What follows belongs to an exercise in optimizing a design on an open flow for small area, a short achievable clock period and few clock cycles per item; a production flow would make more cautious choices. RTL that was checked went through simulation tests only; none was proved equivalent to the original. No functional check of the RTL was part of run 3. The clock input has no modelled driver; a real chip could not lean on it and would need a root buffer or a full tree. Power is estimated from default activity; no workload was simulated.

===== design/flow/flow/run.sh =====
#!/bin/bash
# The standard layout, with three changes:
# - the data ports grouped on one edge (io.tcl runs just before the I/O pins
#   are placed);
# - clock tree synthesis without dummy loads;
# - after clock tree synthesis, the tree's root buffer removed, so the clock
#   port drives the four first-level buffers directly (rootless.tcl). Global
#   routing then repairs timing on the changed tree as usual.
set -euo pipefail
export PRE_IO_PLACEMENT_TCL="$PWD/flow/io.tcl"
export CTS_ARGS="-sink_clustering_enable -repair_clock_nets -sink_clustering_size 28 -sink_clustering_max_diameter 60 -dont_use_dummy_load"
export POST_CTS_TCL="$PWD/flow/rootless.tcl"
bash standard.sh > standard.log 2>&1

===== design/flow/config.mk =====
export PLATFORM = sky130hd
export DESIGN_NAME = sharpening_hw
export DESIGN_NICKNAME = sharpening_hw
export VERILOG_FILES = /design/flow/design.v
export SDC_FILE = /design/flow/constraint.sdc
export NUM_CORES = 8
export LEC_CHECK = 0
export ABC_CLOCK_PERIOD_IN_PS = 2500
export CAP_MARGIN = 20
export CORE_MARGIN = 2
export CORE_UTILIZATION = 72
export SETUP_SLACK_MARGIN = 2.5
export SLEW_MARGIN = 20

===== design/flow/design.v =====
module intensity_lut(
    input  wire [23:0] rgb,
    output wire [63:0] p       
);
    wire [3:0] r_hi = rgb[23:20];
    wire [3:0] r_lo = rgb[19:16];
    wire [3:0] g_hi = rgb[15:12];
    wire [3:0] g_lo = rgb[11:8];
    wire [3:0] b_hi = rgb[7:4];
    wire [3:0] b_lo = rgb[3:0];
    wire [10:0] p_r_hi = (r_hi[3] ? (r_hi[2] ? (r_hi[1] ? (r_hi[0] ? 11'd1155 : 11'd1078) : (r_hi[0] ? 11'd1001 : 11'd924)) : (r_hi[1] ? (r_hi[0] ? 11'd847 : 11'd770) : (r_hi[0] ? 11'd693 : 11'd616))) : (r_hi[2] ? (r_hi[1] ? (r_hi[0] ? 11'd539 : 11'd462) : (r_hi[0] ? 11'd385 : 11'd308)) : (r_hi[1] ? (r_hi[0] ? 11'd231 : 11'd154) : (r_hi[0] ? 11'd77 : 11'd0))));
    wire [10:0] p_r_lo = (r_lo[3] ? (r_lo[2] ? (r_lo[1] ? (r_lo[0] ? 11'd1155 : 11'd1078) : (r_lo[0] ? 11'd1001 : 11'd924)) : (r_lo[1] ? (r_lo[0] ? 11'd847 : 11'd770) : (r_lo[0] ? 11'd693 : 11'd616))) : (r_lo[2] ? (r_lo[1] ? (r_lo[0] ? 11'd539 : 11'd462) : (r_lo[0] ? 11'd385 : 11'd308)) : (r_lo[1] ? (r_lo[0] ? 11'd231 : 11'd154) : (r_lo[0] ? 11'd77 : 11'd0))));
    wire [11:0] p_g_hi = (g_hi[3] ? (g_hi[2] ? (g_hi[1] ? (g_hi[0] ? 12'd2265 : 12'd2114) : (g_hi[0] ? 12'd1963 : 12'd1812)) : (g_hi[1] ? (g_hi[0] ? 12'd1661 : 12'd1510) : (g_hi[0] ? 12'd1359 : 12'd1208))) : (g_hi[2] ? (g_hi[1] ? (g_hi[0] ? 12'd1057 : 12'd906) : (g_hi[0] ? 12'd755 : 12'd604)) : (g_hi[1] ? (g_hi[0] ? 12'd453 : 12'd302) : (g_hi[0] ? 12'd151 : 12'd0))));
    wire [11:0] p_g_lo = (g_lo[3] ? (g_lo[2] ? (g_lo[1] ? (g_lo[0] ? 12'd2265 : 12'd2114) : (g_lo[0] ? 12'd1963 : 12'd1812)) : (g_lo[1] ? (g_lo[0] ? 12'd1661 : 12'd1510) : (g_lo[0] ? 12'd1359 : 12'd1208))) : (g_lo[2] ? (g_lo[1] ? (g_lo[0] ? 12'd1057 : 12'd906) : (g_lo[0] ? 12'd755 : 12'd604)) : (g_lo[1] ? (g_lo[0] ? 12'd453 : 12'd302) : (g_lo[0] ? 12'd151 : 12'd0))));
    wire [8:0] p_b_hi = (b_hi[3] ? (b_hi[2] ? (b_hi[1] ? (b_hi[0] ? 9'd420 : 9'd392) : (b_hi[0] ? 9'd364 : 9'd336)) : (b_hi[1] ? (b_hi[0] ? 9'd308 : 9'd280) : (b_hi[0] ? 9'd252 : 9'd224))) : (b_hi[2] ? (b_hi[1] ? (b_hi[0] ? 9'd196 : 9'd168) : (b_hi[0] ? 9'd140 : 9'd112)) : (b_hi[1] ? (b_hi[0] ? 9'd84 : 9'd56) : (b_hi[0] ? 9'd28 : 9'd0))));
    wire [8:0] p_b_lo = (b_lo[3] ? (b_lo[2] ? (b_lo[1] ? (b_lo[0] ? 9'd420 : 9'd392) : (b_lo[0] ? 9'd364 : 9'd336)) : (b_lo[1] ? (b_lo[0] ? 9'd308 : 9'd280) : (b_lo[0] ? 9'd252 : 9'd224))) : (b_lo[2] ? (b_lo[1] ? (b_lo[0] ? 9'd196 : 9'd168) : (b_lo[0] ? 9'd140 : 9'd112)) : (b_lo[1] ? (b_lo[0] ? 9'd84 : 9'd56) : (b_lo[0] ? 9'd28 : 9'd0))));
    assign p = {p_r_hi, p_r_lo, p_g_hi, p_g_lo, p_b_hi, p_b_lo};
endmodule
module intensity_kernel(
    input  wire [63:0] p,
    output wire [15:0] s,
    output wire [15:0] c
);
    wire [10:0] p_r_hi = p[63:53];
    wire [10:0] p_r_lo = p[52:42];
    wire [11:0] p_g_hi = p[41:30];
    wire [11:0] p_g_lo = p[29:18];
    wire [8:0]  p_b_hi = p[17:9];
    wire [8:0]  p_b_lo = p[8:0];
    function [31:0] csa(input [15:0] a, input [15:0] b, input [15:0] d);
        csa = {(a & b | a & d | b & d) << 1, a ^ b ^ d};
    endfunction
    wire [15:0] t0 = {1'b0, p_r_hi, 4'b0000};
    wire [15:0] t1 = {5'b00000, p_r_lo};
    wire [15:0] t2 = {p_g_hi, 4'b0000};
    wire [15:0] t3 = {4'b0000, p_g_lo};
    wire [15:0] t4 = {3'b000, p_b_hi, 4'b0000};
    wire [15:0] t5 = {7'b0000000, p_b_lo};
    wire [31:0] l1a = csa(t0, t1, t2);
    wire [31:0] l1b = csa(t3, t4, t5);
    wire [31:0] l2  = csa(l1a[15:0], l1a[31:16], l1b[15:0]);
    wire [31:0] l3  = csa(l2[15:0], l2[31:16], l1b[31:16]);
    assign s = l3[15:0];
    assign c = l3[31:16];
endmodule
module intensity_sum(
    input  wire [15:0] s,
    input  wire [15:0] c,
    output wire [7:0]  y
);
    wire [15:0] sum = s + c;
    assign y = sum[15:8];
endmodule
module stencil_buf #(
    parameter W = 1280,
    parameter L = 40
) (
    input  wire       clk,
    input  wire       rst_n,
    input  wire       we,       
    input  wire       we_n,     
    input  wire [7:0] y_in,
    output wire signed [10:0] d_h,
    output wire [8:0] d_v
);
    localparam R = W / L;
    localparam NB = 8 * L * R;
    reg [NB-1:0] line1;
    reg [NB-1:0] line2;
    reg [7:0]         yc;    
    reg signed [10:0] rh;    
    reg [8:0]         sv;    
    reg signed [10:0] zc;    
    reg [11:0] cnt;
    reg        full1;   
    reg        full2;   
    reg        last1;   
    reg        last2;   
    reg        next1;   
    reg        next2;   
    reg        rwe, rwen;
    wire       last1_n = we ? (cnt == W - 2) : last1;
    wire       last2_n = we ? (cnt == 2 * W - 1) : last2;
    wire [7:0] t1m  = full1 ? line1[NB-1 -: 8] : 8'hff;
    wire [7:0] pre1 = next1 ? line1[NB-9 -: 8] : 8'hff;
    wire [7:0] pre2 = next2 ? line2[NB-9 -: 8] : 8'hff;
    wire signed [10:0] pre1x4 = $signed({1'b0, pre1, 2'b00});
    integer r, i;
    always @(posedge clk) begin
        for (r = 0; r < R; r = r + 1) begin
            for (i = 1; i < L; i = i + 1) begin
                line1[(r*L+i)*8 +: 8] <= line1[(r*L+i-1)*8 +: 8];
                line2[(r*L+i)*8 +: 8] <= line2[(r*L+i-1)*8 +: 8];
            end
            line1[(r*L)*8 +: 8] <= ({8{rwe}} & ((r == 0) ? y_in : line1[((r-1)*L+L-1)*8 +: 8]))
                                 | ({8{rwen}} & line1[(r*L+L-1)*8 +: 8]);
            line2[(r*L)*8 +: 8] <= ({8{rwe}} & ((r == 0) ? yc : line2[((r-1)*L+L-1)*8 +: 8]))
                                 | ({8{rwen}} & line2[(r*L+L-1)*8 +: 8]);
        end
        rwe  <= we_n;
        rwen <= ~we_n;
        sv <= {1'b0, pre1} + {1'b0, pre2};
        zc <= we ? pre1x4 - $signed({3'b000, t1m}) : pre1x4 - $signed({3'b000, yc});
    end
    always @(posedge clk or negedge rst_n) begin
        if (!rst_n) begin
            yc    <= 8'hff;
            rh    <= 11'sd510;
            cnt   <= 12'd0;
            full1 <= 1'b0;
            full2 <= 1'b0;
            last1 <= 1'b0;
            last2 <= 1'b0;
            next1 <= 1'b0;
            next2 <= 1'b0;
        end else begin
            next1 <= next1 | (we_n & last1_n);
            next2 <= next2 | (we_n & last2_n);
            if (we) begin
                yc <= t1m;
                rh <= zc - $signed({3'b000, y_in});
                if (!full2) cnt <= cnt + 12'd1;
                full1 <= full1 | last1;
                full2 <= full2 | last2;
                last1 <= last1_n;
                last2 <= last2_n;
            end
        end
    end
    assign d_h = rh;
    assign d_v = sv;
endmodule
module sharpening_kernel(
    input  wire [23:0] rgb,
    input  wire signed [10:0] d_h,    
    input  wire [8:0]  d_v,           
    output wire [35:0] t              
);
    function [11:0] add3(input [7:0] v, input signed [10:0] h, input [8:0] u);
        add3 = $signed({4'b0000, v}) + h - $signed({3'b000, u});
    endfunction
    assign t = {add3(rgb[23:16], d_h, d_v), add3(rgb[15:8], d_h, d_v), add3(rgb[7:0], d_h, d_v)};
endmodule
module sharpening_clamp(
    input  wire [35:0] t,
    output wire [23:0] sharp
);
    function [7:0] clamp(input [11:0] v);
        if (v[11]) clamp = 8'd0;
        else if (v[10:8] != 3'b000) clamp = 8'd255;
        else clamp = v[7:0];
    endfunction
    assign sharp = {clamp(t[35:24]), clamp(t[23:12]), clamp(t[11:0])};
endmodule
module sharpening_hw(clk, rst_n, s_axis_tdata, s_axis_tvalid, s_axis_tuser, s_axis_tlast, s_axis_tready, m_axis_tdata, m_axis_tvalid, m_axis_tuser, m_axis_tlast, m_axis_tready, hwsw_sel);
    input wire clk;
    input wire rst_n;
    input wire [23:0] s_axis_tdata;
    input wire s_axis_tvalid;
    input wire s_axis_tuser;
    input wire s_axis_tlast;
    output wire s_axis_tready;
    output wire [23:0] m_axis_tdata;
    output wire m_axis_tvalid;
    output wire m_axis_tuser;
    output wire m_axis_tlast;
    input wire m_axis_tready;
    input wire hwsw_sel;
    localparam W = 1280;
    localparam L = 40;
    reg        v0, va, vb, v3, ov, kv;
    reg [25:0] d0, da, db, d3;       
    reg [63:0] p0;                   
    reg [15:0] sa, ca;
    reg [7:0]  yb;
    reg [35:0] t3;                   
    reg [49:0] od, kd;               
    reg [5:0]  ph;                   
    reg        started;
    reg        e0n, ea, eb;          
    reg        proc;                 
    wire [63:0] lp;
    intensity_lut il0(.rgb(s_axis_tdata), .p(lp));
    wire [15:0] ls, lc;
    intensity_kernel ik0(.p(p0), .s(ls), .c(lc));
    wire [7:0] y;
    intensity_sum is0(.s(sa), .c(ca), .y(y));
    wire signed [10:0] d_h;
    wire [8:0] d_v;
    wire proc_n;
    stencil_buf #(.W(W), .L(L)) sb0(
        .clk(clk), .rst_n(rst_n), .we(proc), .we_n(proc_n), .y_in(yb), .d_h(d_h), .d_v(d_v));
    wire [23:0] sharp3;
    wire [35:0] tb;
    sharpening_kernel ek0(.rgb(db[23:0]), .d_h(d_h), .d_v(d_v), .t(tb));
    sharpening_clamp ec0(.t(t3), .sharp(sharp3));
    wire [49:0] res3 = {d3[25:24], ~sharp3, ~d3[23:0]};
    wire pop  = ov & m_axis_tready;
    wire in_o = v3 & ~kv;
    wire load_o = ~ov | pop;
    wire       kv_n = load_o ? 1'b0 : (kv | in_o);
    wire       e0 = ~e0n;
    wire       v0_n = e0 ? s_axis_tvalid : v0;
    wire       va_n = ea ? v0 : va;
    wire       vb_n = eb ? va : vb;
    wire       ph_hold = proc | (~started & (ph == 6'd0));
    wire [5:0] ph_n = ph_hold ? ph : ((ph == L - 1) ? 6'd0 : ph + 6'd1);
    wire       ok_n = (ph_n == 6'd0) & ~kv_n;
    assign     proc_n = vb_n & ok_n;
    always @(posedge clk or negedge rst_n) begin
        if (!rst_n) begin
            v0 <= 1'b0;
            va <= 1'b0;
            vb <= 1'b0;
            v3 <= 1'b0;
            ov <= 1'b0;
            kv <= 1'b0;
            ph <= 6'd0;
            started <= 1'b0;
            e0n <= 1'b0;
            ea <= 1'b1;
            eb <= 1'b1;
            proc <= 1'b0;
        end else begin
            v0 <= v0_n;
            va <= va_n;
            vb <= vb_n;
            if (~kv) v3 <= proc;
            if (proc) started <= 1'b1;
            ph <= ph_n;
            ov <= load_o ? (kv | in_o) : 1'b1;
            kv <= kv_n;
            eb   <= ~vb_n | ok_n;
            ea   <= ~va_n | ~vb_n | ok_n;
            e0n  <= v0_n & va_n & vb_n & ~ok_n;
            proc <= proc_n;
        end
    end
    always @(posedge clk) begin
        if (e0) begin
            d0 <= {s_axis_tuser, s_axis_tlast, s_axis_tdata};
            p0 <= lp;
        end
        if (ea) begin
            da <= d0;
            sa <= ls;
            ca <= lc;
        end
        if (eb) begin
            db <= da;
            yb <= y;
        end
        if (~kv) begin
            d3 <= db;
            t3 <= tb;
        end
        if (~load_o & in_o) kd <= res3;
    end
    always @(posedge clk or negedge rst_n) begin
        if (!rst_n) od <= 50'd0;
        else if (load_o) od <= kv ? kd : res3;
    end
    assign s_axis_tready = e0;
    assign m_axis_tvalid = ov;
    assign m_axis_tuser  = od[49];
    assign m_axis_tlast  = od[48];
    assign m_axis_tdata  = ~(hwsw_sel ? od[47:24] : od[23:0]);
endmodule

===== design/flow/flow/rootless.tcl =====
proc remove_clock_root {} {
  set block [ord::get_db_block]
  set port_net [[$block findBTerm clk] getNet]
  set roots {}
  foreach it [$port_net getITerms] { lappend roots [$it getInst] }
  if {[llength $roots] != 1} { puts "ROOTLESS: port drives [llength $roots] cells, left as is"; return }
  set root [lindex $roots 0]
  set out_net ""
  foreach it [$root getITerms] {
    if {[$it isOutputSignal]} { set out_net [$it getNet] }
  }
  set loads {}
  foreach it [$out_net getITerms] {
    if {[$it getInst] ne $root} { lappend loads $it }
  }
  if {[llength $loads] > 4} { puts "ROOTLESS: root drives [llength $loads] pins, left as is"; return }
  puts "ROOTLESS: removing [$root getName] ([[$root getMaster] getName]), [llength $loads] loads move to the port"
  foreach it $loads { $it disconnect; $it connect $port_net }
  foreach it [$root getITerms] { $it disconnect }
  odb::dbInst_destroy $root
  odb::dbNet_destroy $out_net
}
remove_clock_root

===== design/flow/flow/io.tcl =====
# Keep the ports together in the middle of the bottom edge, so the small input
# and output logic sits next to its pins and the clock pin is as close to the
# die centre as an edge allows. hwsw_sel, which selects every bit of
# m_axis_tdata, sits in the middle of those pins.
set die_x [expr {[[[ord::get_db_block] getDieArea] xMax] / 1000.0}]
set mid [expr {$die_x / 2.0}]
set sel_names {}
for {set i 0} {$i < 12} {incr i} { lappend sel_names "m_axis_tdata\[$i\]" }
lappend sel_names hwsw_sel
for {set i 12} {$i < 24} {incr i} { lappend sel_names "m_axis_tdata\[$i\]" }
set other_names {}
foreach p [concat [all_inputs] [all_outputs]] {
  set n [get_name $p]
  if {$n ne "rst_n" && [lsearch -exact $sel_names $n] < 0} { lappend other_names $n }
}
set half [expr {[llength $other_names] / 2}]
set_io_pin_constraint -pin_names $sel_names -region bottom:[expr {$mid - 30}]-[expr {$mid + 30}] -group -order
set_io_pin_constraint -pin_names [lrange $other_names 0 [expr {$half - 1}]] -region bottom:[expr {$mid - 90}]-[expr {$mid - 32}]
set_io_pin_constraint -pin_names [lrange $other_names $half end] -region bottom:[expr {$mid + 32}]-[expr {$mid + 90}]

===== design/flow/constraint.sdc =====
create_clock -name core_clock -period 5.0 [get_ports {clk}]
set_input_delay 1.0000 -clock core_clock [delete_from_list [all_inputs] [get_ports {clk}]]
set_output_delay 1.0000 -clock core_clock [all_outputs]
set_load 0.01 [all_outputs]

===== design/flow/standard.sh =====
#!/bin/bash
# synth_recipe.tcl (not shown) runs the flow's synth.tcl, then flattens the netlist and writes it again
# the make line also repeats each setting of config.mk as NAME=value (left out here)
make -C /OpenROAD-flow-scripts/flow DESIGN_CONFIG=/design/flow/config.mk WORK_HOME=/design/flow/orfs CLKGATE_MAP_FILE= SYNTH_SCRIPT=/design/flow/synth_recipe.tcl "${@:-finish}"

==> flow_summary.ini, run 1 <==
[critical_path]
criticalPathCategory = reg -> reg
worst_path_largest_cell_delay_ps = 540
worst_path_most_repeated_cell = sky130_fd_sc_hd__a21oi_2
crit_required_ps = 5530
worst_path_slowest_cell = sky130_fd_sc_hd__dfstp_2
setup.worst_path.end_class = register
worst_ep_arrival_time_ps = 3240
cp_max_fo = 4
crit_path_cell_trace = inv_4, fa_1, inv_2, fa_2, a21oi_2, o21a_1, o21ai_2, a31o_2, a21oi_2, xnor2_1
setup.worst_path.start_class = register

[placement]
buffer_ports.inserted = 58
gp_routability_congestion = 0.755
dp_hpwl_um = 245000
pre_cts_slack_ps = 1270

[sta]
rsz0062_at_grt = yes
finalWorstSetupSlack_ps = 2290
final.period_utilization_pct = 54.2
post-route-min-period_ps = 2710
final-setup-viol-count = 0
final_max_slew_viol_count = 0
upper_clock_frequency_limit_mhz = 369
worst-slew-pin-transition_ps = 1040
max_slew_margin_pct = 30.7
timing.final.hold_violations = 0
fin_setup_tns_ps = 0
timing.clock.skew_ps = 120

[floorplanning]
floorplan.rows = 285
die-area_um2 = 610000
floorplan.die.height_um = 781
boundaryPins = 59
core_area_um2 = 602000
initial_core_util_pct = 72.2
dieWidth_um = 781

[power_and_ir_drop]
leakagePower_uw = 0.186
p_per_cell_area_nw_per_um2 = 541
irDropWorstVdd_mv = 0.409

[cts]
cts.reportedPaths.clkPinSlew_ps = 100
clkLatencyLatePin_ps = 870
cts.sink_count = 20900

[global_routing]
grt_pass1_vias = 144000
global_route.overflow_total = 0
grt_first_pass_wirelength_um = 804000
grt_antenna_before_repair = 18
grt_start_max_net_pins = 121
track_usage_pct = 16.3

[cells_and_area]
flow.area_growth_from_synthesis_pct = 7.46
num-nets-final = 23700
regArea_um2 = 421000
multi_input_comb_area_um2 = 12600
share_of_cells_above_drive_strength_1_pct = 4.64
fill_cells = 31900
final_common_cell = sky130_fd_sc_hd__dfxtp_1
layout.cells.most_common_list = sky130_fd_sc_hd__dfxtp_1, sky130_fd_sc_hd__clkbuf_16, sky130_fd_sc_hd__a22o_1

[synth]
syn-instance-count = 22700
fraction_of_post_synthesis_cell_area_in_the_top_cell_type_by_area_pct = 94.4
async_reset_ff_share_pct = 0.498
syn_area_um2 = 435000
sequential_area_share_after_synthesis_pct = 97.0
syn-num-nets = 22900
netlist_top_cells_area = sky130_fd_sc_hd__dfxtp_1, sky130_fd_sc_hd__edfxtp_1, sky130_fd_sc_hd__a22o_1, sky130_fd_sc_hd__dfrtp_1, sky130_fd_sc_hd__ha_1
netlist.top_cell.by_area = sky130_fd_sc_hd__dfxtp_1
count_of_synthesis_stage_warnings_from_yosys = 5
yosys_most_used_dff = sky130_fd_sc_hd__dfxtp_1
synth_edf_count = 278
synth.ff_latch_count = 20900
yosys.cell_types.count = 66
avgSynthCellArea_um2 = 19.2

[route]
initialDrtViolationCount = 5924
post-route-drc-count = 0
finalWirelength_um = 501000
post_drt_via_cell_ratio = 4.46
ant_nets = 0
detail_route.first_pass.iterations = 5
vias = 141000
post_drt_wl_per_cell_um = 15.9

[status]
run_status = no timing/DRC/antenna violations

[worst_hold_path]
hold_class = reg -> reg

[flow_run]
max-cap-violations = 0
flip-flops by register name, indices dropped and copies added, names as in the netlist, 9 cells and up:
name	cells
sb0.sv	9
sb0.rh	11
kd	50
t3	36
da	26
sa	14
ca	14
sb0.line1	10240
od	50
sb0.line2	10240
sb0.zc	11
db	26
d3	26
sb0.cnt	12
d0	26
p0	52
cells in the mapped netlist (6+ instances only):
cell and n:
sky130_fd_sc_hd__dfstp_2 18, sky130_fd_sc_hd__nor3_1 24, sky130_fd_sc_hd__dfrtp_1 86, sky130_fd_sc_hd__a21o_1 13
sky130_fd_sc_hd__mux4_2 8, sky130_fd_sc_hd__o21bai_1 30, sky130_fd_sc_hd__o21a_1 6, sky130_fd_sc_hd__dfxtp_1 20500
sky130_fd_sc_hd__nand2_1 52, sky130_fd_sc_hd__nand3_1 20, sky130_fd_sc_hd__a22o_1 512, sky130_fd_sc_hd__a211oi_1 6
sky130_fd_sc_hd__nand2b_1 31, sky130_fd_sc_hd__buf_1 12, sky130_fd_sc_hd__fa_1 54, sky130_fd_sc_hd__ha_1 132
sky130_fd_sc_hd__clkbuf_1 147, sky130_fd_sc_hd__mux2i_1 63, sky130_fd_sc_hd__inv_1 168, sky130_fd_sc_hd__a21oi_1 117
sky130_fd_sc_hd__nor2_1 145, sky130_fd_sc_hd__mux2_2 6, sky130_fd_sc_hd__nand4_1 7, sky130_fd_sc_hd__and3_1 8
sky130_fd_sc_hd__nor2b_1 15, sky130_fd_sc_hd__o21ai_0 59, sky130_fd_sc_hd__or3_1 6, sky130_fd_sc_hd__xor2_1 21
sky130_fd_sc_hd__xnor2_1 51, sky130_fd_sc_hd__edfxtp_1 278
where the power goes:
part	total (uW)	internal, uW	leakage (uW)	switching (uW)
sequential	171000	169000	0.169	1440
combinational	7410	3260	0.00664	4150
clock	74500	30100	0.0104	44400
total	253000	203000	0.186	50000
area by class of cell:
type	count	area share, %
antenna	5	0.00268
clock buffer	841	4.51
inverter	169	0.140
multi-input combinational	1454	2.70
sequential	20900	90.2
tap	8036	2.15
timing repair buffer	125	0.272
per-layer routing:
| metal | global-route usage [%] | routed length [um] | vias up |
|---|---|---|---|
| li1 | - | - | 71700 |
| met1 | 26.1 | 267000 | 66900 |
| met2 | 24.2 | 209000 | 1169 |
| met3 | 2.07 | 14100 | 882 |
| met4 | 3.83 | 11700 | 0 |
| met5 | 0 | 0 | - |
metrics by stage:
stage / util, % / instance area, um2 / power [uW] / hold slack (ps) / cells
finish: 77.6 / 467000 / 253000 / 268 / 31500
detailed placement: 74.0 / 445000 / 181000 / 312 / 30600
global route: 77.6 / 467000 / 262000 / 272 / 31500
floorplan: - / 435000 / 179000 / 310 / 22700
global placement: 74.0 / 445000 / 181000 / 310 / 30600
logic make-up (layout without fill, tap and decap cells):
kind of cell,Yosys count,count (layout),synth area share (%)
flops,20900,20900,97.0
compound gates,790,790,1.42
buf+inv,330,1135,0.287
simple gates,329,329,0.358
fa+ha+maj,186,186,0.629
mux,77,77,0.202
xor+xnor,72,72,0.145
other cells,0,5,0
final timing paths:
check	to	cells after the start	start	slack (ps)
setup / recovery	t3[22]	10	sb0.rh[1]	2290
hold / removal	sb0.line2[8537]	0	sb0.line2[8529]	270
setup reg to reg	t3[22]	10	sb0.rh[1]	2290
hold reg to reg	sb0.line2[8537]	0	sb0.line2[8529]	270
max in group asynchronous	od[38]	3	rst_n	2820
min in group asynchronous	sb0.cnt[4]	2	rst_n	1090
critical path: cells and delay by family (launching register included):
kind	cells	cell delay (ps)
DFF	1	540
buffers and inverters	2	110
adders and majority gates	2	870
xor gates and xnor gates	1	70
AOI/OAI and AO/OA	5	870
Testbench counts, summed over its fixed seeds: cycles 41,000, pixels 40,960.
==> run 2: changes to the inputs <==
==> design/flow/flow/run.sh (replaced) <==
#!/bin/bash
# The standard layout, with these changes:
# - the data ports grouped on one edge (io.tcl runs just before the I/O pins
#   are placed);
# - clock tree synthesis without dummy loads;
# - after clock tree synthesis, the tree's root buffer removed, so the clock
#   port drives the four first-level buffers directly (rootless.tcl). Global
#   routing then repairs timing on the changed tree as usual;
# - also after clock tree synthesis, port buffers that placement left as
#   delay cells replaced by plain buffers (portbuf.tcl).
set -euo pipefail
export PRE_IO_PLACEMENT_TCL="$PWD/flow/io.tcl"
export CTS_ARGS="-sink_clustering_enable -repair_clock_nets -sink_clustering_size 28 -sink_clustering_max_diameter 60 -dont_use_dummy_load"
export POST_CTS_TCL="$PWD/flow/post_cts.tcl"
bash standard.sh > standard.log 2>&1
==> design/flow/flow/portbuf.tcl (new file) <==
# Port buffers that placement left as delay cells become plain buffers; the
# timing repair after global routing then sizes them as it does any buffer.
proc plain_port_buffers {} {
  set n 0
  foreach inst [[ord::get_db_block] getInsts] {
    set name [$inst getName]
    if {![regexp {^(input|output)[0-9]+$} $name]} continue
    if {[string match "*clkdlybuf*" [[$inst getMaster] getName]] || [string match "*dlygate*" [[$inst getMaster] getName]]} {
      $inst swapMaster [[ord::get_db] findMaster sky130_fd_sc_hd__buf_4]
      incr n
    }
  }
  puts "plain_port_buffers: $n port buffers replaced"
}
plain_port_buffers
==> design/flow/flow/post_cts.tcl (new file) <==
source [file join [file dirname [info script]] rootless.tcl]
source [file join [file dirname [info script]] portbuf.tcl]
==> flow_summary.ini, run 2 <==
[global_routing]
track_usage_pct = 16.3
use_met2_pct = 24.2
grt_antenna_before_repair = 17
use_met3_pct = 2.07
grt_pass1_vias = 144000
busiest_layer = met1
met1_usage_pct = 26.1
global_route.overflow_total = 0
grt_start_max_net_pins = 121
grt_first_pass_wirelength_um = 804000

[floorplanning]
dieWidth_um = 781
boundaryPins = 59
die-area_um2 = 610000
floorplan.rows = 285
floorplan.die.height_um = 781
initial_core_util_pct = 72.2
core_area_um2 = 602000

[cells_and_area]
flow.area_growth_from_synthesis_pct = 7.45
num-nets-final = 23700
final_common_cell = sky130_fd_sc_hd__dfxtp_1
share_of_cells_above_drive_strength_1_pct = 4.76
layout_top_registers = sb0.line1 x10240, sb0.line2 x10240, p0 x52
layout.cells.most_common_list = sky130_fd_sc_hd__dfxtp_1, sky130_fd_sc_hd__clkbuf_16, sky130_fd_sc_hd__a22o_1
finish.cell_count_without_fillers = 31500
final_design_area_no_fill_um2 = 467000
fill_cells = 32000

[cts]
cts.sink_count = 20900
clkLatencyLatePin_ps = 870
cts.reportedPaths.clkPinSlew_ps = 100

[critical_path]
setup.worst_path.start_class = register
cp_max_fo = 4
crit_path_cell_trace = inv_4, fa_1, inv_2, fa_2, a21oi_2, o21a_1, o21ai_2, a31o_2, a21oi_2, xnor2_1
worst_ep_arrival_time_ps = 3240
timing.critical_path.max_delay_family = adder cells
crit_required_ps = 5530
worst_path_slowest_cell = sky130_fd_sc_hd__dfstp_2
setup.worst_path.end_class = register
worst_path_most_repeated_cell = sky130_fd_sc_hd__a21oi_2
criticalPathCategory = reg -> reg
worst_path_largest_cell_delay_ps = 540
cp.buffers_inverters = 2

[sta]
final.period_utilization_pct = 54.2
final_max_slew_viol_count = 0
final-setup-viol-count = 0
rsz0062_at_grt = yes
max_slew_margin_pct = 29.7
upper_clock_frequency_limit_mhz = 369
post-route-min-period_ps = 2710
worst-slew-pin-transition_ps = 1050
hold-worst-slack_ps = 268
fin_setup_tns_ps = 0
timing.final.hold_violations = 0
timing.clock.skew_ps = 120

[synth]
yosysMostFrequentCell = sky130_fd_sc_hd__dfxtp_1
sequential_area_share_after_synthesis_pct = 97.0
async_reset_ff_share_pct = 0.498
syn-instance-count = 22700
synth.top_cells.by_count = sky130_fd_sc_hd__dfxtp_1, sky130_fd_sc_hd__a22o_1, sky130_fd_sc_hd__edfxtp_1, sky130_fd_sc_hd__inv_1, sky130_fd_sc_hd__clkbuf_1
netlist_top_cells_area = sky130_fd_sc_hd__dfxtp_1, sky130_fd_sc_hd__edfxtp_1, sky130_fd_sc_hd__a22o_1, sky130_fd_sc_hd__dfrtp_1, sky130_fd_sc_hd__ha_1
count_of_synthesis_stage_warnings_from_yosys = 5
synth.ff_latch_count = 20900
syn_area_um2 = 435000
yosys_most_used_dff = sky130_fd_sc_hd__dfxtp_1
fraction_of_post_synthesis_cell_area_in_the_top_cell_type_by_area_pct = 94.4
syn-num-nets = 22900
netlist.top_cell.by_area = sky130_fd_sc_hd__dfxtp_1
yosys.cell_types.count = 66
avgSynthCellArea_um2 = 19.2
synth_edf_count = 278

[placement]
post_dp_cell_area_um2 = 445000
dp_hpwl_um = 245000
dp_cells = 30600
gp_routability_congestion = 0.755
buffer_ports.inserted = 58

[worst_hold_path]
hold_class = reg -> reg

[power_and_ir_drop]
irDropWorstVdd_mv = 0.409
p_per_cell_area_nw_per_um2 = 541
leakagePower_uw = 0.186

[route]
detail_route.first_pass.iterations = 5
ant_nets = 0
finalWirelength_um = 501000
post-route-drc-count = 0
post_drt_via_cell_ratio = 4.46
initialDrtViolationCount = 6010
post_drt_wl_per_cell_um = 15.9
vias = 141000

[status]
run_status = no timing/DRC/antenna violations

[flow_run]
max-cap-violations = 0
[run 2: cell counts after synthesis]
No cell type changed its count.
[run 2: cell families after synthesis]
group | after synthesis | share of synthesized area [%]
adders and majority gates | 186 | 0.629
muxes | 77 | 0.202
DFF | 20900 | 97.0
xor gates and xnor gates | 72 | 0.145
and+or+nand+nor | 329 | 0.358
buffers and inverters | 330 | 0.287
AOI/OAI and AO/OA | 790 | 1.42
[run 2: metal layers]
layer  vias up  wire length [um]
li1      71700                 -
met1     66800            267000
met2      1170            209000
met3       877             14300
met4         0             11700
met5         -                 0
[run 2: path summary, 6_finish.rpt]
| path | cells past startpoint | to | from | slack (ps) |
|---|---|---|---|---|
| max in group asynchronous | 3 | od[38] | rst_n | 2820 |
| min | 0 | sb0.line2[8537] | sb0.line2[8529] | 270 |
| max | 10 | t3[22] | sb0.rh[1] | 2290 |
| max reg2reg | 10 | t3[22] | sb0.rh[1] | 2290 |
| min in group asynchronous | 2 | sb0.cnt[4] | rst_n | 1080 |
| min reg2reg | 0 | sb0.line2[8537] | sb0.line2[8529] | 270 |
[run 2: final cells by class]
type                       count  area [um2]  area share, %
antenna                        5        12.5        0.00268
multi-input combinational   1454       12600           2.70
inverter                     169         652          0.140
tap                         8036       10100           2.15
timing repair buffer         125        1200          0.257
sequential                 20900      421000           90.2
clock buffer                 841       21000           4.51
[run 2: where the power goes]
| part | internal (uW) | total, uW | switching, uW |
|---|---|---|---|
| logic | 3250 | 7400 | 4150 |
| registers | 169000 | 171000 | 1440 |
| clock network | 30100 | 74500 | 44400 |
[run 2: stage by stage]
step                      setup WS [ps]  total power (uW)  utilization, %
after floorplan                    1870            179000               -
after global placement             1290            181000            74.0
after detailed placement           1270            181000            74.0
after global routing               2200            262000            77.6
final                              2290            253000            77.6
==> run 3: changes to the inputs <==
--- a/design/flow/design.v
+++ b/design/flow/design.v
@@ -69,4 +69,6 @@
     reg [NB-1:0] line2;
-    reg [7:0]         yc;    
-    reg signed [10:0] rh;    
+    reg [7:0]         ycn;
+    reg [10:0]        rhx;
+    wire [7:0]         yc = ~ycn;                     
+    wire signed [10:0] rh = $signed(rhx ^ 11'h1fe);   
     reg [8:0]         sv;    
@@ -106,4 +108,4 @@
         if (!rst_n) begin
-            yc    <= 8'hff;
-            rh    <= 11'sd510;
+            ycn   <= 8'h00;
+            rhx   <= 11'h000;
             cnt   <= 12'd0;
@@ -119,4 +121,4 @@
             if (we) begin
-                yc <= t1m;
-                rh <= zc - $signed({3'b000, y_in});
+                ycn <= ~t1m;
+                rhx <= (zc - $signed({3'b000, y_in})) ^ 11'h1fe;
                 if (!full2) cnt <= cnt + 12'd1;
@@ -179,3 +181,3 @@
     reg        started;
-    reg        e0n, ea, eb;          
+    reg        e0n, ean, ebn;
     reg        proc;                 
@@ -203,2 +205,4 @@
     wire       v0_n = e0 ? s_axis_tvalid : v0;
+    wire       ea = ~ean;
+    wire       eb = ~ebn;
     wire       va_n = ea ? v0 : va;
@@ -220,4 +224,4 @@
             e0n <= 1'b0;
-            ea <= 1'b1;
-            eb <= 1'b1;
+            ean <= 1'b0;
+            ebn <= 1'b0;
             proc <= 1'b0;
@@ -232,4 +236,4 @@
             kv <= kv_n;
-            eb   <= ~vb_n | ok_n;
-            ea   <= ~va_n | ~vb_n | ok_n;
+            ebn  <= vb_n & ~ok_n;
+            ean  <= va_n & vb_n & ~ok_n;
             e0n  <= v0_n & va_n & vb_n & ~ok_n;
==> flow_summary.ini, run 3 <==
[placement]
pre_cts_slack_ps = 1150
post_dp_cell_area_um2 = 445000
buffer_ports.inserted = 58
dp_cells = 30600
dp_hpwl_um = 245000
gp_routability_congestion = 0.751

[cells_and_area]
fill_cells = 31800
final_design_area_no_fill_um2 = 467000
layout_top_registers = sb0.line1 x10240, sb0.line2 x10240, p0 x52
share_of_cells_above_drive_strength_1_pct = 4.67
layout.cells.most_common_list = sky130_fd_sc_hd__dfxtp_1, sky130_fd_sc_hd__clkbuf_16, sky130_fd_sc_hd__a22o_1
final_common_cell = sky130_fd_sc_hd__dfxtp_1
num-nets-final = 23600
finish.cell_count_without_fillers = 31500
flow.area_growth_from_synthesis_pct = 7.48

[synth]
synth_edf_count = 278
synth.top_cells.by_count = sky130_fd_sc_hd__dfxtp_1, sky130_fd_sc_hd__a22o_1, sky130_fd_sc_hd__edfxtp_1, sky130_fd_sc_hd__clkbuf_1, sky130_fd_sc_hd__a21oi_1
syn_area_um2 = 434000
yosys_most_used_dff = sky130_fd_sc_hd__dfxtp_1
syn-instance-count = 22600
syn-num-nets = 22800
fraction_of_post_synthesis_cell_area_in_the_top_cell_type_by_area_pct = 94.5
synth.ff_latch_count = 20900
avgSynthCellArea_um2 = 19.2
yosys.cell_types.count = 68
count_of_synthesis_stage_warnings_from_yosys = 5
async_reset_ff_share_pct = 0.498
netlist_top_cells_area = sky130_fd_sc_hd__dfxtp_1, sky130_fd_sc_hd__edfxtp_1, sky130_fd_sc_hd__a22o_1, sky130_fd_sc_hd__dfrtp_1, sky130_fd_sc_hd__ha_1
sequential_area_share_after_synthesis_pct = 97.0
netlist.top_cell.by_area = sky130_fd_sc_hd__dfxtp_1
yosysMostFrequentCell = sky130_fd_sc_hd__dfxtp_1

[sta]
finalWorstSetupSlack_ps = 2200
upper_clock_frequency_limit_mhz = 358
max_slew_margin_pct = 25.8
worst-slew-pin-transition_ps = 1110
timing.final.hold_violations = 0
rsz0062_at_grt = yes
final.period_utilization_pct = 55.9
fin_setup_tns_ps = 0
timing.clock.skew_ps = 126
final_max_slew_viol_count = 0
post-route-min-period_ps = 2800
final-setup-viol-count = 0

[global_routing]
grt_pass1_vias = 144000
global_route.overflow_total = 0
grt_antenna_before_repair = 12
grt_start_max_net_pins = 112
track_usage_pct = 16.4
grt_first_pass_wirelength_um = 804000

[worst_hold_path]
hold_class = reg -> reg

[route]
finalWirelength_um = 501000
detail_route.first_pass.iterations = 5
post_drt_via_cell_ratio = 4.44
post-route-drc-count = 0
vias = 140000
post_drt_wl_per_cell_um = 15.9
initialDrtViolationCount = 6041
ant_nets = 0

[critical_path]
setup.worst_path.end_class = register
setup.worst_path.start_class = register
crit_required_ps = 5490
criticalPathCategory = reg -> reg
worst_ep_arrival_time_ps = 3290
cp_max_fo = 4

[cts]
cts.sink_count = 20900
clkLatencyLatePin_ps = 860
cts.reportedPaths.clkPinSlew_ps = 100

[flow_run]
max-cap-violations = 0

[power_and_ir_drop]
irDropWorstVdd_mv = 0.468
leakagePower_uw = 0.186
p_per_cell_area_nw_per_um2 = 541

[floorplanning]
floorplan.rows = 285
boundaryPins = 59
die-area_um2 = 609000
initial_core_util_pct = 72.2
core_area_um2 = 602000
floorplan.die.height_um = 781
dieWidth_um = 781

[status]
run_status = no timing/DRC/antenna violations
[run 3: changes by cell type after synthesis, sizes merged, moves of 14 or more]
| cell | before | now |
|---|---|---|
| a22o | 512 | 498 |
| o21ai | 59 | 78 |
| inv | 169 | 120 |
| a21oi | 117 | 133 |
| nand2 | 52 | 71 |
| dfrtp | 86 | 104 |
| dfstp | 18 | 0 |
| nor2 | 145 | 128 |
[run 3: final timing paths]
path	startpoint	end	slack, ps	cells past startpoint
setup / recovery	sb0.rhx[1]	t3[33]	2200	10
hold / removal	sb0.line2[9857]	sb0.line2[9865]	270	0
setup reg to reg	sb0.rhx[1]	t3[33]	2200	10
hold reg to reg	sb0.line2[9857]	sb0.line2[9865]	270	0
max in group asynchronous	rst_n	od[27]	2970	3
min in group asynchronous	rst_n	sb0.cnt[3]	980	2
[run 3: final cells by class]
type	count	area, um2	area share [%]
clock buffers	840	21000	4.50
inverters	120	460	0.0986
multi-input cells	1450	12600	2.70
repair buffers	133	1290	0.277
diodes	5	12.5	0.00268
flip-flops and latches	20900	421000	90.3
well taps	8036	10100	2.15
[run 3: logic make-up after synthesis]
kind of cell | synth area share, %
buffers and inverters | 0.246
AOI/OAI and AO/OA | 1.43
adders and majority gates | 0.629
muxes | 0.192
xor gates and xnor gates | 0.153
DFF | 97.0
and+or+nand+nor | 0.335
[run 3: layer usage]
layer | track usage [%] | share of wire, % | up-vias
met1 | 26.2 | 53 | 66300
met5 | 0 | 0 | -
met2 | 24.2 | 42 | 1100
met4 | 3.84 | 2.3 | 0
met3 | 2.03 | 2.7 | 846
li1 | - | - | 71600
[run 3: critical path, cell delays in order, from the launching register on]
cell and delay (ps):
sky130_fd_sc_hd__dfrtp_1 370, sky130_fd_sc_hd__inv_4 60, sky130_fd_sc_hd__fa_2 610, sky130_fd_sc_hd__buf_6 110, sky130_fd_sc_hd__ha_4 200, sky130_fd_sc_hd__a211oi_4 240
sky130_fd_sc_hd__o21bai_4 100, sky130_fd_sc_hd__a2111oi_4 480, sky130_fd_sc_hd__o41ai_4 120, sky130_fd_sc_hd__a21oi_2 160, sky130_fd_sc_hd__xnor2_1 80
[run 3: through the flow]
stage / hold slack [ps] / power [uW] / util, %
6_report: 272 / 252000 / 77.6
5_1_grt: 271 / 261000 / 77.6
3_5_place_dp: 312 / 181000 / 74.0
3_3_place_gp: 310 / 181000 / 74.0
2_1_floorplan: 310 / 178000 / -
[run 3: power breakdown]
| group | switching (uW) | leakage (uW) | total, uW | internal (uW) |
|---|---|---|---|---|
| registers | 1340 | 0.169 | 171000 | 170000 |
| logic | 4180 | 0.00643 | 7150 | 2970 |
| clock network | 44300 | 0.0104 | 74400 | 30100 |
==> run 4: changes to the inputs <==
--- a/design/flow/design.v
+++ b/design/flow/design.v
@@ -1,4 +1,4 @@
-module intensity_lut(
+module intensity_kernel(
     input  wire [23:0] rgb,
-    output wire [63:0] p       
+    output wire [47:0] v       
 );
@@ -16,15 +16,2 @@
     wire [8:0] p_b_lo = (b_lo[3] ? (b_lo[2] ? (b_lo[1] ? (b_lo[0] ? 9'd420 : 9'd392) : (b_lo[0] ? 9'd364 : 9'd336)) : (b_lo[1] ? (b_lo[0] ? 9'd308 : 9'd280) : (b_lo[0] ? 9'd252 : 9'd224))) : (b_lo[2] ? (b_lo[1] ? (b_lo[0] ? 9'd196 : 9'd168) : (b_lo[0] ? 9'd140 : 9'd112)) : (b_lo[1] ? (b_lo[0] ? 9'd84 : 9'd56) : (b_lo[0] ? 9'd28 : 9'd0))));
-    assign p = {p_r_hi, p_r_lo, p_g_hi, p_g_lo, p_b_hi, p_b_lo};
-endmodule
-module intensity_kernel(
-    input  wire [63:0] p,
-    output wire [15:0] s,
-    output wire [15:0] c
-);
-    wire [10:0] p_r_hi = p[63:53];
-    wire [10:0] p_r_lo = p[52:42];
-    wire [11:0] p_g_hi = p[41:30];
-    wire [11:0] p_g_lo = p[29:18];
-    wire [8:0]  p_b_hi = p[17:9];
-    wire [8:0]  p_b_lo = p[8:0];
     function [31:0] csa(input [15:0] a, input [15:0] b, input [15:0] d);
@@ -41,11 +28,10 @@
     wire [31:0] l2  = csa(l1a[15:0], l1a[31:16], l1b[15:0]);
-    wire [31:0] l3  = csa(l2[15:0], l2[31:16], l1b[31:16]);
-    assign s = l3[15:0];
-    assign c = l3[31:16];
+    assign v = {l2, l1b[31:16]};
 endmodule
 module intensity_sum(
-    input  wire [15:0] s,
-    input  wire [15:0] c,
+    input  wire [47:0] v,
     output wire [7:0]  y
 );
+    wire [15:0] s = v[47:32] ^ v[31:16] ^ v[15:0];
+    wire [15:0] c = (v[47:32] & v[31:16] | v[47:32] & v[15:0] | v[31:16] & v[15:0]) << 1;
     wire [15:0] sum = s + c;
@@ -137,2 +123,11 @@
     input  wire signed [10:0] d_h,    
+    output wire [35:0] u              
+);
+    function [11:0] add2(input [7:0] v, input signed [10:0] h);
+        add2 = $signed({4'b0000, v}) + h;
+    endfunction
+    assign u = {add2(rgb[23:16], d_h), add2(rgb[15:8], d_h), add2(rgb[7:0], d_h)};
+endmodule
+module sharpening_sub(
+    input  wire [35:0] u,
     input  wire [8:0]  d_v,           
@@ -140,6 +135,3 @@
 );
-    function [11:0] add3(input [7:0] v, input signed [10:0] h, input [8:0] u);
-        add3 = $signed({4'b0000, v}) + h - $signed({3'b000, u});
-    endfunction
-    assign t = {add3(rgb[23:16], d_h, d_v), add3(rgb[15:8], d_h, d_v), add3(rgb[7:0], d_h, d_v)};
+    assign t = {u[35:24] - {3'b000, d_v}, u[23:12] - {3'b000, d_v}, u[11:0] - {3'b000, d_v}};
 endmodule
@@ -172,8 +164,9 @@
     localparam L = 40;
-    reg        v0, va, vb, v3, ov, kv;
-    reg [25:0] d0, da, db, d3;       
-    reg [63:0] p0;                   
-    reg [15:0] sa, ca;
+    reg        v0, va, vb, v3, v4, ov, kv;
+    reg [25:0] d0, da, db, d3, d4;   
+    reg [47:0] la;                   
     reg [7:0]  yb;
-    reg [35:0] t3;                   
+    reg [35:0] u3;                   
+    reg [8:0]  v3d;                  
+    reg [35:0] t4;                   
     reg [49:0] od, kd;               
@@ -183,8 +176,6 @@
     reg        proc;                 
-    wire [63:0] lp;
-    intensity_lut il0(.rgb(s_axis_tdata), .p(lp));
-    wire [15:0] ls, lc;
-    intensity_kernel ik0(.p(p0), .s(ls), .c(lc));
+    wire [47:0] lv;
+    intensity_kernel ik0(.rgb(d0[23:0]), .v(lv));
     wire [7:0] y;
-    intensity_sum is0(.s(sa), .c(ca), .y(y));
+    intensity_sum is0(.v(la), .y(y));
     wire signed [10:0] d_h;
@@ -194,9 +185,10 @@
         .clk(clk), .rst_n(rst_n), .we(proc), .we_n(proc_n), .y_in(yb), .d_h(d_h), .d_v(d_v));
-    wire [23:0] sharp3;
-    wire [35:0] tb;
-    sharpening_kernel ek0(.rgb(db[23:0]), .d_h(d_h), .d_v(d_v), .t(tb));
-    sharpening_clamp ec0(.t(t3), .sharp(sharp3));
-    wire [49:0] res3 = {d3[25:24], ~sharp3, ~d3[23:0]};
+    wire [35:0] ub, t3;
+    sharpening_kernel ek0(.rgb(db[23:0]), .d_h(d_h), .u(ub));
+    sharpening_sub es0(.u(u3), .d_v(v3d), .t(t3));
+    wire [23:0] sharp4;
+    sharpening_clamp ec0(.t(t4), .sharp(sharp4));
+    wire [49:0] res4 = {d4[25:24], ~sharp4, ~d4[23:0]};
     wire pop  = ov & m_axis_tready;
-    wire in_o = v3 & ~kv;
+    wire in_o = v4 & ~kv;
     wire load_o = ~ov | pop;
@@ -219,2 +211,3 @@
             v3 <= 1'b0;
+            v4 <= 1'b0;
             ov <= 1'b0;
@@ -231,3 +224,6 @@
             vb <= vb_n;
-            if (~kv) v3 <= proc;
+            if (~kv) begin
+                v3 <= proc;
+                v4 <= v3;
+            end
             if (proc) started <= 1'b1;
@@ -243,10 +239,6 @@
     always @(posedge clk) begin
-        if (e0) begin
-            d0 <= {s_axis_tuser, s_axis_tlast, s_axis_tdata};
-            p0 <= lp;
-        end
+        if (e0) d0 <= {s_axis_tuser, s_axis_tlast, s_axis_tdata};
         if (ea) begin
             da <= d0;
-            sa <= ls;
-            ca <= lc;
+            la <= lv;
         end
@@ -258,5 +250,8 @@
             d3 <= db;
-            t3 <= tb;
-        end
-        if (~load_o & in_o) kd <= res3;
+            u3 <= ub;
+            v3d <= d_v;
+            d4 <= d3;
+            t4 <= t3;
+        end
+        if (~load_o & in_o) kd <= res4;
     end
@@ -264,3 +259,3 @@
         if (!rst_n) od <= 50'd0;
-        else if (load_o) od <= kv ? kd : res3;
+        else if (load_o) od <= kv ? kd : res4;
     end
--- a/design/flow/flow/run.sh
+++ b/design/flow/flow/run.sh
@@ -12,3 +12,3 @@
 export PRE_IO_PLACEMENT_TCL="$PWD/flow/io.tcl"
-export CTS_ARGS="-sink_clustering_enable -repair_clock_nets -sink_clustering_size 28 -sink_clustering_max_diameter 60 -dont_use_dummy_load"
+export CTS_ARGS="-sink_clustering_enable -repair_clock_nets -sink_clustering_size 26 -sink_clustering_max_diameter 50 -dont_use_dummy_load"
 export POST_CTS_TCL="$PWD/flow/post_cts.tcl"
==> flow_summary.ini, run 4 <==
[status]
run_status = no timing/DRC/antenna violations

[cts]
cts.reportedPaths.clkPinSlew_ps = 90
cts.sink_count = 20900
clkLatencyLatePin_ps = 890

[route]
detail_route.first_pass.iterations = 5
wl_met1_um = 279000
post_drt_via_cell_ratio = 4.56
top_layer_reached_by_signal_wires = met4
post-route-drc-count = 0
post_drt_wl_per_cell_um = 17.7
vias = 145000
finalWirelength_um = 562000
met3WireLength_um = 15500
initialDrtViolationCount = 7146
ant_nets = 0
wl_met2_um = 255000

[synth]
avgSynthCellArea_um2 = 19.1
synth_edf_count = 309
sequential_area_share_after_synthesis_pct = 96.8
netlist_top_cells_area = sky130_fd_sc_hd__dfxtp_1, sky130_fd_sc_hd__edfxtp_1, sky130_fd_sc_hd__a22o_1, sky130_fd_sc_hd__dfrtp_1, sky130_fd_sc_hd__ha_1
count_of_synthesis_stage_warnings_from_yosys = 5
synth.top_cells.by_count = sky130_fd_sc_hd__dfxtp_1, sky130_fd_sc_hd__a22o_1, sky130_fd_sc_hd__edfxtp_1, sky130_fd_sc_hd__nor2_1, sky130_fd_sc_hd__ha_1
yosys_most_used_dff = sky130_fd_sc_hd__dfxtp_1
synth.ff_latch_count = 20900
syn-instance-count = 22900
syn_area_um2 = 436000
async_reset_ff_share_pct = 0.502
syn-num-nets = 23100
yosysMostFrequentCell = sky130_fd_sc_hd__dfxtp_1
fraction_of_post_synthesis_cell_area_in_the_top_cell_type_by_area_pct = 94.1
netlist.top_cell.by_area = sky130_fd_sc_hd__dfxtp_1
yosys.cell_types.count = 71

[sta]
upper_clock_frequency_limit_mhz = 376
post-route-min-period_ps = 2660
timing.clock.skew_ps = 133
worst-slew-pin-transition_ps = 1020
fin_setup_tns_ps = 0
final-setup-viol-count = 0
max_slew_margin_pct = 32.1
rsz0062_at_grt = yes
finalWorstSetupSlack_ps = 2340
timing.final.hold_violations = 0
final.period_utilization_pct = 53.2
final_max_slew_viol_count = 0

[cells_and_area]
layout_top_registers = sb0.line1 x10240, sb0.line2 x10240
final_util_pct = 78.1
final_design_area_no_fill_um2 = 471000
regArea_um2 = 422000
fill_cells = 29900
multi_input_comb_area_um2 = 13500
final_common_cell = sky130_fd_sc_hd__dfxtp_1
share_of_cells_above_drive_strength_1_pct = 5.16
num-nets-final = 24000
layout.cells.most_common_list = sky130_fd_sc_hd__dfxtp_1, sky130_fd_sc_hd__clkbuf_16, sky130_fd_sc_hd__a22o_1
flow.area_growth_from_synthesis_pct = 7.95

[critical_path]
setup.worst_path.start_class = primary input
cp.buffers_inverters = 3
crit_path_cell_trace = buf_16, buf_12, mux2i_4, buf_2
cp_max_fo = 7
worst_path_largest_cell_delay_ps = 240
criticalPathCategory = in -> out
setup.worst_path.end_class = primary output
worst_path_slowest_cell = sky130_fd_sc_hd__mux2i_4
worst_ep_arrival_time_ps = 1660
crit_required_ps = 4000
timing.critical_path.max_delay_family = buffers and inverters

[placement]
gp_routability_congestion = 0.753
post_dp_cell_area_um2 = 447000
pre_cts_slack_ps = 1350
buffer_ports.inserted = 58
dp_hpwl_um = 255000

[flow_run]
max-cap-violations = 0

[power_and_ir_drop]
net-switching-power_uw = 52600
internal_power_uw = 207000
irDropWorstVdd_mv = 0.473
p_per_cell_area_nw_per_um2 = 550
report.power.total_uw = 259000
leakagePower_uw = 0.188
p_clk_share_pct = 30.4
swShare_pct = 20.3
power_frac_seq_pct = 66.4
power.share.combinational_pct = 3.1

[floorplanning]
core_area_um2 = 603000
floorplan.rows = 285
initial_core_util_pct = 72.4
die-area_um2 = 612000
dieWidth_um = 782
boundaryPins = 59
floorplan.die.height_um = 782

[global_routing]
grt_pass1_vias = 156000
track_usage_pct = 18.4
grt_first_pass_wirelength_um = 896000
grt_start_max_net_pins = 112
global_route.overflow_total = 0
grt_antenna_before_repair = 17

[worst_hold_path]
hold_class = reg -> reg
-- run 4: changes by cell type after synthesis, moves of 13 or more --
cell	before	now
sky130_fd_sc_hd__inv_1	118	150
sky130_fd_sc_hd__nor2_1	127	161
sky130_fd_sc_hd__ha_1	132	155
sky130_fd_sc_hd__nor3_1	15	29
sky130_fd_sc_hd__fa_1	54	36
sky130_fd_sc_hd__o22ai_1	0	13
sky130_fd_sc_hd__edfxtp_1	278	309
-- run 4: final cells by class --
type / instances / share of cell area, %
sequential: 20900 / 89.7
clock buffer: 926 / 4.92
multi-input combinational: 1618 / 2.87
tap: 8036 / 2.13
timing repair buffer: 146 / 0.289
inverter: 151 / 0.124
antenna: 4 / 0.00212
-- run 4: logic make-up after synthesis --
logic type,count (synthesis),synth area share (%)
AO/OA/AOI/OAI,864,1.52
XOR/XNOR,93,0.187
adder cells (fa/ha/maj),191,0.610
buffers and inverters,320,0.277
flip-flops,20900,96.8
multiplexers,74,0.181
AND/OR/NAND/NOR,396,0.433
-- run 4: path summary, 6_finish.rpt --
kind | slack (ps) | startpoint | end | depth (start not counted)
max reg2reg | 2430 | d0[17] | la[21] | 7
max in group asynchronous | 2890 | rst_n | od[14] | 3
min | 270 | sb0.line1[9848] | sb0.line1[9856] | 0
min reg2reg | 270 | sb0.line1[9848] | sb0.line1[9856] | 0
min in group asynchronous | 1140 | rst_n | od[47] | 2
max | 2340 | hwsw_sel | m_axis_tdata[23] | 4
-- run 4: per-stage QoR --
step	hold slack, ps	instances
6_report	265	31800
5_1_grt	262	31800
3_5_place_dp	312	30800
3_3_place_gp	309	30800
2_1_floorplan	310	22900
-- run 4: worst reg2reg max path, cell delays in order (launching register included) --
cell	delay (ps)
sky130_fd_sc_hd__edfxtp_1	510
sky130_fd_sc_hd__inv_2	140
sky130_fd_sc_hd__ha_4	210
sky130_fd_sc_hd__mux4_2	470
sky130_fd_sc_hd__inv_2	70
sky130_fd_sc_hd__fa_1	410
sky130_fd_sc_hd__inv_1	80
sky130_fd_sc_hd__fa_1	400
-- run 4: power groups by stage --
stage / Clock [uW] / Combinational (uW) / Sequential (uW)
after floorplan: 0 / 5170 / 175000
after global placement: 0 / 7330 / 176000
after detailed placement: 0 / 7390 / 176000
after global routing: 86300 / 9040 / 173000
final: 78900 / 8110 / 172000
-- run 4: per-layer routing --
metal / vias to the layer above / GRT usage, %
met5: - / 0
li1: 72700 / -
met1: 69900 / 27.6
met4: 0 / 4.34
met2: 1360 / 29.3
met3: 962 / 2.29
Testbench counts of run 4, summed over its fixed seeds: cycles 41,008, pixels 40,960.
==> run 5: changes to the inputs <==
--- a/design/flow/flow/run.sh
+++ b/design/flow/flow/run.sh
@@ -9,6 +9,8 @@
 # - also after clock tree synthesis, port buffers that placement left as
-#   delay cells replaced by plain buffers (portbuf.tcl).
+#   delay cells replaced by plain buffers (portbuf.tcl), and any register
+#   that placement moved far from its clock tree leaf buffer reattached to
+#   the nearest one (leafsinks.tcl).
 set -euo pipefail
 export PRE_IO_PLACEMENT_TCL="$PWD/flow/io.tcl"
-export CTS_ARGS="-sink_clustering_enable -repair_clock_nets -sink_clustering_size 26 -sink_clustering_max_diameter 50 -dont_use_dummy_load"
+export CTS_ARGS="-sink_clustering_enable -repair_clock_nets -sink_clustering_size 28 -sink_clustering_max_diameter 60 -dont_use_dummy_load"
 export POST_CTS_TCL="$PWD/flow/post_cts.tcl"
==> design/flow/flow/leafsinks.tcl (new file) <==
# Detailed placement after clock tree synthesis can move a register far from
# the leaf buffer of the cluster it was put in, which leaves that leaf net
# long and its clock slew high. Such a register's clock pin moves to the
# nearest leaf buffer.
proc inst_xy {inst} {
  lassign [$inst getLocation] x y
  set m [$inst getMaster]
  return [list [expr {$x + [$m getWidth] / 2}] [expr {$y + [$m getHeight] / 2}]]
}
proc fix_far_leaf_sinks {{max_um 80} {max_sinks 32}} {
  set block [ord::get_db_block]
  set dbu [$block getDbUnitsPerMicron]
  set lim [expr {$max_um * $dbu}]
  set leaves {}
  foreach net [$block getNets] {
    if {![string match "clknet_leaf_*" [$net getName]]} continue
    set drv ""
    set n 0
    foreach it [$net getITerms] {
      if {[$it isOutputSignal]} { set drv [$it getInst] } else { incr n }
    }
    if {$drv eq ""} continue
    lappend leaves [list $net $drv {*}[inst_xy $drv]]
    set count([$net getName]) $n
  }
  set moved 0
  foreach leaf $leaves {
    lassign $leaf net drv dx dy
    foreach it [$net getITerms] {
      if {[$it isOutputSignal]} continue
      lassign [inst_xy [$it getInst]] sx sy
      if {abs($sx - $dx) + abs($sy - $dy) <= $lim} continue
      set best ""
      set bestd 1e18
      foreach other $leaves {
        lassign $other onet odrv ox oy
        if {$count([$onet getName]) >= $max_sinks} continue
        set d [expr {abs($sx - $ox) + abs($sy - $oy)}]
        if {$d < $bestd} { set bestd $d; set best $onet }
      }
      if {$best eq "" || $best eq $net} continue
      $it disconnect
      $it connect $best
      incr count([$net getName]) -1
      incr count([$best getName])
      incr moved
      puts "fix_far_leaf_sinks: [[$it getInst] getName] from [$net getName] to [$best getName] ([expr {$bestd / $dbu}] um)"
    }
  }
  puts "fix_far_leaf_sinks: $moved clock pins moved"
}
fix_far_leaf_sinks
==> design/flow/flow/post_cts.tcl (replaced) <==
source [file join [file dirname [info script]] rootless.tcl]
source [file join [file dirname [info script]] portbuf.tcl]
source [file join [file dirname [info script]] leafsinks.tcl]
==> flow_summary.ini, run 5 <==
[sta]
fin_setup_tns_ps = 0
worst-slew-pin-transition_ps = 1010
max_slew_margin_pct = 32.6
timing.final.hold_violations = 0
final-setup-viol-count = 0
rsz0062_at_grt = yes
post-route-min-period_ps = 2710
final.period_utilization_pct = 54.2
upper_clock_frequency_limit_mhz = 369
final_max_slew_viol_count = 0
timing.clock.skew_ps = 144

[synth]
netlist.top_cell.by_area = sky130_fd_sc_hd__dfxtp_1
syn-instance-count = 22900
sequential_area_share_after_synthesis_pct = 96.8
yosys.cell_types.count = 71
count_of_synthesis_stage_warnings_from_yosys = 5
yosys_most_used_dff = sky130_fd_sc_hd__dfxtp_1
avgSynthCellArea_um2 = 19.1
synth.top_cells.by_count = sky130_fd_sc_hd__dfxtp_1, sky130_fd_sc_hd__a22o_1, sky130_fd_sc_hd__edfxtp_1, sky130_fd_sc_hd__nor2_1, sky130_fd_sc_hd__ha_1
syn_area_um2 = 436000
async_reset_ff_share_pct = 0.502
synth_edf_count = 309
netlist_top_cells_area = sky130_fd_sc_hd__dfxtp_1, sky130_fd_sc_hd__edfxtp_1, sky130_fd_sc_hd__a22o_1, sky130_fd_sc_hd__dfrtp_1, sky130_fd_sc_hd__ha_1
synth.ff_latch_count = 20900
syn-num-nets = 23100
yosysMostFrequentCell = sky130_fd_sc_hd__dfxtp_1
fraction_of_post_synthesis_cell_area_in_the_top_cell_type_by_area_pct = 94.1

[global_routing]
grt_start_max_net_pins = 112
grt_first_pass_wirelength_um = 879000
track_usage_pct = 18.1
grt_antenna_before_repair = 16
grt_pass1_vias = 154000
global_route.overflow_total = 0

[critical_path]
cp_max_fo = 7
setup_slack_reg_to_reg_ps = 2440
criticalPathCategory = in -> out
worst_ep_arrival_time_ps = 1710
worst_path_largest_cell_delay_ps = 260
crit_path_cell_trace = buf_16, buf_12, mux2i_2, buf_2
setup.worst_path.start_class = primary input
crit_required_ps = 4000
worst_path_slowest_cell = sky130_fd_sc_hd__mux2i_2
setup.worst_path.end_class = primary output

[floorplanning]
die-area_um2 = 612000
floorplan.rows = 285
initial_core_util_pct = 72.4
boundaryPins = 59
core_area_um2 = 603000
dieWidth_um = 782
floorplan.die.height_um = 782

[cells_and_area]
multi_input_comb_area_um2 = 13400
share_of_cells_above_drive_strength_1_pct = 4.84
flow.area_growth_from_synthesis_pct = 7.48
num-nets-final = 23900
layout_top_registers = sb0.line1 x10240, sb0.line2 x10240
fill_cells = 30400
regArea_um2 = 422000
final_common_cell = sky130_fd_sc_hd__dfxtp_1
finish.cell_count_without_fillers = 31700
layout.cells.most_common_list = sky130_fd_sc_hd__dfxtp_1, sky130_fd_sc_hd__clkbuf_16, sky130_fd_sc_hd__a22o_1
final_util_pct = 77.8

[route]
post-route-drc-count = 0
finalWirelength_um = 552000
post_drt_via_cell_ratio = 4.53
post_drt_wl_per_cell_um = 17.4
ant_nets = 0
detail_route.first_pass.iterations = 5
initialDrtViolationCount = 7289
vias = 144000

[power_and_ir_drop]
irDropWorstVdd_mv = 0.408
p_per_cell_area_nw_per_um2 = 545
report.power.total_uw = 256000
leakagePower_uw = 0.187

[placement]
dp_hpwl_um = 255000
dp_cells = 30800
gp_routability_congestion = 0.753
buffer_ports.inserted = 58

[status]
run_status = no timing/DRC/antenna violations

[cts]
clkLatencyLatePin_ps = 880
cts.sink_count = 20900
cts.reportedPaths.clkPinSlew_ps = 100

[flow_run]
max-cap-violations = 0

[worst_hold_path]
hold_class = reg -> reg
## run 5: cell count changes in the layout (fill, tap and decap cells not counted), moves of 2 or more
cell and change:
sky130_fd_sc_hd__o21ai_0 +4, sky130_fd_sc_hd__buf_6 -2, sky130_fd_sc_hd__ha_1 +3, sky130_fd_sc_hd__o21ai_2 -3
sky130_fd_sc_hd__ha_4 -2, sky130_fd_sc_hd__buf_4 +14, sky130_fd_sc_hd__clkbuf_16 -83
## run 5: through the flow
step	worst slack [ps]	area, um2	hold slack [ps]
after detailed placement	1350	447000	312
final	2290	469000	232
after global placement	1370	447000	309
after floorplan	1970	437000	310
after global routing	2300	469000	232
## run 5: report_power, final
part           total [uW]  switching, uW  internal, uW
clock network       75400          45200         30200
logic                8090           4810          3270
registers          172000           1830        170000
## run 5: worst paths after layout
path / to / startpoint / depth (start not counted)
max: m_axis_tdata[23] / hwsw_sel / 4
min: sb0.line1[23] / sb0.line1[15] / 0
max reg2reg: la[21] / d0[17] / 7
min reg2reg: sb0.line1[23] / sb0.line1[15] / 0
max in group asynchronous: od[33] / rst_n / 3
min in group asynchronous: sb0.cnt[0] / rst_n / 2
## run 5: kinds of logic after synthesis
| group | Yosys count | share of synthesized area (%) |
|---|---|---|
| adder cells (fa/ha/maj) | 191 | 0.610 |
| flip-flops | 20900 | 96.8 |
| buffers and inverters | 320 | 0.277 |
| multiplexers | 74 | 0.181 |
| AO/OA/AOI/OAI | 864 | 1.52 |
| XOR/XNOR | 93 | 0.187 |
| AND/OR/NAND/NOR | 396 | 0.433 |
## run 5: final cells by class
| class | count | area share (%) |
|---|---|---|
| antenna | 3 | 0.00160 |
| clock buffer | 843 | 4.50 |
| inverter | 151 | 0.125 |
| multi-input combinational | 1618 | 2.86 |
| sequential | 20900 | 90.1 |
| tap | 8036 | 2.14 |
| timing repair buffer | 159 | 0.309 |
## run 5: worst max-delay path: cells and delay by family
kind	cells	cell delay (ps)
buf+inv	3	440
mux	1	260
## run 5: per-layer routing
| layer | track usage, % | wire, um | vias to the layer above |
|---|---|---|---|
| li1 | - | - | 72500 |
| met4 | 4.05 | 12500 | 0 |
| met3 | 2.16 | 15000 | 926 |
| met2 | 28.5 | 246000 | 1280 |
| met1 | 27.5 | 278000 | 69000 |
| met5 | 0 | 0 | - |

afterwards: timing with drivers on the ports:
The results above use ideal ports. As a check the final layouts listed here were re-extracted and re-timed, cells and wires unchanged.
Step 1 (the two cells are an assumption about what drives the block):
set clk [get_ports {clk}]
set_driving_cell -lib_cell sky130_fd_sc_hd__clkbuf_16 $clk
set_driving_cell -lib_cell sky130_fd_sc_hd__buf_2 [delete_from_list [all_inputs] $clk]
Step 2 also shifts input and output timing later by t, the mid clock arrival at the registers, as if the neighbouring blocks saw the same clock.
Slacks: no drivers / after step 1 / after step 2; pairs: no drivers / after step 1.
| run | shift t [ns] | slack for setup (ns) | worst hold slack (ns) | latest minus earliest clock arrival (ns) |
|---|---|---|---|---|
| run 1 | 1.026 | 2.288 / 2.213 / 1.792 | 0.268 / 0.268 / 0.268 | 0.131 / 0.131 |
| run 2 | 1.026 | 2.288 / 2.207 / 1.873 | 0.268 / 0.165 / 0.267 | 0.130 / 0.131 |
| run 3 | 1.012 | 2.204 / 2.071 / 2.053 | 0.272 / 0.174 / 0.272 | 0.136 / 0.136 |
| run 4 | 1.026 | 2.338 / 2.156 / 1.892 | 0.265 / 0.154 / 0.265 | 0.164 / 0.164 |
| run 5 | 1.012 | 2.291 / 2.169 / 1.889 | 0.232 / 0.180 / 0.232 | 0.182 / 0.182 |
After both steps every run listed still meets setup and hold. The setup slack of run 1, which loses most, moves by -0.075 ns with the drivers and by -0.496 ns with both steps. Setup slack includes reset recovery checks.
